Source: an optimization exercise on an open RTL-to-GDS flow (aim: small area). Production flows keep margins and buffers that such runs may drop. At most, simulation tests tie the RTL to the original design; equivalence was not proved. No activity file was given, so power comes from the tool's default toggle rates.

==> flow/design.v <==
module tensor_interface(
    input               clock,
    input               reset_n,
    input [106:0]       config_in_tdata,
    input               config_in_tvalid,
    output              config_in_tready,
    output [15:0]       ar_addr,
    output reg          ar_valid,
    input               ar_ready,
    input [31:0]        r_data,
    input               r_last,
    input               r_valid,
    output              r_ready,
    output [15:0]       aw_addr,
    output reg          aw_valid,
    input               aw_ready,
    output [31:0]       w_data,
    output              w_last,
    output reg          w_valid,
    input               w_ready,
    input               b_resp,
    input               b_valid,
    output              b_ready,
    output reg [31:0]   out_data,
    output reg          out_last,
    output reg          out_valid,
    input               out_ready
);
localparam [2:0] S_IDLE = 3'd0,
                 S_AR   = 3'd1,
                 S_R1   = 3'd2,    
                 S_R    = 3'd3,
                 S_AW   = 3'd4,
                 S_W1   = 3'd5,    
                 S_W    = 3'd6,
                 S_B    = 3'd7;
reg [2:0]  state, next_state;
reg        flag;          
reg [15:0] wr_left;       
reg [10:0] wr_base;
reg [15:0] addr;          
wire [1:0]  mode = config_in_tdata[106:105];
wire [2:0]  esz  = config_in_tdata[104:102];
wire [39:0] dim  = config_in_tdata[39:0];
wire idle = state == S_IDLE;
wire in_r = state == S_R1 || state == S_R;
wire in_w = state == S_W1 || state == S_W;
wire        sub_d = idle && esz == 3'd7;
wire        a_4d  = idle && (esz == 3'd2 || esz == 3'd5 || esz == 3'd6);
wire        a_8d  = idle && (esz == 3'd3 || esz == 3'd4 || esz == 3'd7);
wire        b_1d  = idle && esz == 3'd5;
wire        b_2d  = idle && (esz == 3'd1 || esz == 3'd6);
wire [18:0] mul_a = ({19{a_4d}} & {dim[16:0], 2'b0}) | ({19{a_8d}} & {dim[15:0], 3'b0}) |
                    ({19{in_w}} & {wr_left, 3'b0});
wire [18:0] mul_b = ({19{b_1d}} & dim[18:0]) | ({19{b_2d}} & {dim[17:0], 1'b0}) |
                    ({19{sub_d}} & ~dim[18:0]) | {{16{in_w}}, 3'b0};
function automatic blk_start(input integer i);
    blk_start = i == 0 || i == 6 || i == 11 || i == 15;
endfunction
genvar gi;
wire [18:0] mul;
wire [18:0] rs, is;        
wire [19:0] rc, ic;        
wire [19:0] bc;            
generate for (gi = 0; gi < 19; gi = gi + 1) begin : g_mul
    wire r_in = gi == 0 ? sub_d : blk_start(gi) ? 1'b0 : rc[gi];
    wire i_in = blk_start(gi) ? 1'b1 : ic[gi];
    assign rs[gi]   = mul_a[gi] ^ mul_b[gi] ^ r_in;
    assign rc[gi+1] = (mul_a[gi] & mul_b[gi]) | (r_in & (mul_a[gi] ^ mul_b[gi]));
    assign is[gi]   = rs[gi] ^ i_in;
    assign ic[gi+1] = rs[gi] & i_in;
    if (gi == 0)
        assign bc[gi] = 1'b0;
    else if (blk_start(gi))
        assign bc[gi] = rc[gi] | (bc[gi-1] & ic[gi]);
    else
        assign bc[gi] = bc[gi-1];
    assign mul[gi] = bc[gi] ? is[gi] : rs[gi];
end endgenerate
wire [15:0] addr_inc;
wire [16:0] addr_c;
assign addr_c[0] = 1'b1;
generate for (gi = 0; gi < 16; gi = gi + 1) begin : g_inc
    assign addr_inc[gi] = addr[gi] ^ addr_c[gi];
    assign addr_c[gi+1] = addr[gi] & addr_c[gi];
end endgenerate
always @(*) begin
    case (state)
        S_IDLE: next_state = !config_in_tvalid ? S_IDLE :
                             mode == 2'd1 ? S_AW :
                             mode[1] ? S_AR : S_IDLE;
        S_AR:   next_state = ar_ready ? S_R1 : S_AR;
        S_R1,
        S_R:    next_state = (r_valid && r_last) ? (flag ? S_AW : S_IDLE) : S_R;
        S_AW:   next_state = aw_ready ? S_W1 : S_AW;
        S_W1,
        S_W:    next_state = (w_ready && flag && wr_left == 16'd1) ? S_B : S_W;
        default: next_state = (b_valid && b_resp) ? S_IDLE : S_B;
    endcase
end
always @(posedge clock) begin
    if (!reset_n) state <= S_IDLE;
    else          state <= next_state;
end
always @(posedge clock) begin
    if (state == S_IDLE) begin
        flag       <= mode[0];
        wr_base    <= config_in_tdata[50:40];
    end
    if (state == S_AW) flag <= |wr_left;
    if (idle || in_w) wr_left <= mul[18:3];
    case (state)
        S_IDLE:     addr <= {5'd0, config_in_tdata[101:91]};
        S_AW:       addr <= {5'd0, wr_base};
        S_R, S_W:   addr <= addr_inc;
        default:    ;
    endcase
    ar_valid <= (state == S_AR && ar_ready) || (in_r && r_valid);
    aw_valid <= (state == S_AW && aw_ready) || (in_w && w_ready);
    if (in_r) begin
        out_data  <= r_data;
        out_valid <= r_valid;
        out_last  <= r_last;
    end
    if (in_w && w_ready) w_valid <= 1'b1;
    if (!reset_n) begin
        out_valid <= 1'b0;
        w_valid   <= 1'b0;
    end
end
assign ar_addr          = addr;
assign aw_addr          = addr;
assign w_data           = 32'd0;
assign w_last           = 1'b0;
assign b_ready          = state == S_B;
assign r_ready          = out_ready && in_r;
assign config_in_tready = state == S_IDLE;
endmodule
clock: 6.0 ns
lec_check: 0
cap_margin: 20
core_margin: 2
core_utilization: 40
slew_margin: 20
standard.sh (not shown) runs the stock make flow with config.mk's settings and CLKGATE_MAP_FILE= SYNTH_SCRIPT=/design/flow/synth_recipe.tcl, a recipe that flattens the netlist after the stock synthesis.
==> flow/flow/run.sh <==
#!/bin/bash
# The standard ORFS layout (standard.sh, the standard flow's own synthesis and steps),
# with two changes to the cells the flow picks:
#  - the port buffers are sky130_fd_sc_hd__buf_1 (buffer_ports -buffer_cell)
#    instead of the delay-cell buffer buffer_ports picks by itself;
#  - clock tree synthesis builds from clkbuf_8 and adds no dummy loads.
# Every step's full output goes to standard.log here; ORFS also keeps its
# per-step logs under orfs/logs.
set -euo pipefail
export BUFFER_PORTS_ARGS="-buffer_cell sky130_fd_sc_hd__buf_1"
export CTS_ARGS="-sink_clustering_enable -repair_clock_nets -dont_use_dummy_load -buf_list sky130_fd_sc_hd__clkbuf_8"
bash standard.sh > standard.log 2>&1
Change:
--- a/flow/design.v
+++ b/flow/design.v
@@ -34,9 +34,10 @@
                  S_W1   = 3'd5,    
                  S_W    = 3'd6,
                  S_B    = 3'd7;
 reg [2:0]  state, next_state;
-reg        flag;          
+reg        rd_then_wr;    
+reg        wr_nz;         
 reg [15:0] wr_left;       
 reg [10:0] wr_base;
 reg [15:0] addr;          
 wire [1:0]  mode = config_in_tdata[106:105];
@@ -90,12 +91,12 @@
                              mode == 2'd1 ? S_AW :
                              mode[1] ? S_AR : S_IDLE;
         S_AR:   next_state = ar_ready ? S_R1 : S_AR;
         S_R1,
-        S_R:    next_state = (r_valid && r_last) ? (flag ? S_AW : S_IDLE) : S_R;
+        S_R:    next_state = (r_valid && r_last) ? (rd_then_wr ? S_AW : S_IDLE) : S_R;
         S_AW:   next_state = aw_ready ? S_W1 : S_AW;
         S_W1,
-        S_W:    next_state = (w_ready && flag && wr_left == 16'd1) ? S_B : S_W;
+        S_W:    next_state = (w_ready && wr_nz && wr_left == 16'd1) ? S_B : S_W;
         default: next_state = (b_valid && b_resp) ? S_IDLE : S_B;
     endcase
 end
 always @(posedge clock) begin
@@ -103,12 +104,12 @@
     else          state <= next_state;
 end
 always @(posedge clock) begin
     if (state == S_IDLE) begin
-        flag       <= mode[0];
+        rd_then_wr <= mode[0];
         wr_base    <= config_in_tdata[50:40];
     end
-    if (state == S_AW) flag <= |wr_left;
+    if (state == S_AW) wr_nz <= |wr_left;
     if (idle || in_w) wr_left <= mul[18:3];
     case (state)
         S_IDLE:     addr <= {5'd0, config_in_tdata[101:91]};
         S_AW:       addr <= {5'd0, wr_base};
Cell count goes down slightly.
Setup slack loses 0.0039 ns.
Via count goes down by a few percent.
Power stays flat.
Non-clock buffer count is unchanged.
Only the layout flow was run in the first run of this note; the RTL was not checked for function there.

## separate check: timing with driven ports
The flow's constraints put no driver on any port. The routed layouts listed below were extracted and timed again, unchanged, in two steps.
Step 1 (the two cells are an assumption about what drives the block):
set clk [get_ports {clock}]
set_driving_cell -lib_cell sky130_fd_sc_hd__clkbuf_16 $clk
set_driving_cell -lib_cell sky130_fd_sc_hd__buf_2 [delete_from_list [all_inputs] $clk]
Step 2 times the ports against the registers' clock, not the clock port: input delays grow and output delays shrink by t, the midpoint of the rising clock arrivals with the driver on.
a / b / c = ideal ports / drivers / drivers and shift; a / b = the first two.
run | t (ns) | setup WS [ns] | worst setup path at the end | clock arrival spread, ns
the first run | 0.385 | 0.485 / 0.456 / 0.072 | input to register | 0.019 / 0.019
the second run | 0.377 | 0.481 / 0.462 / 0.086 | input to register | 0.015 / 0.015
After both steps every run listed still meets setup and hold. For the first run, which loses most, drivers alone change the setup slack by -0.029 ns; drivers and shift together by -0.413 ns.
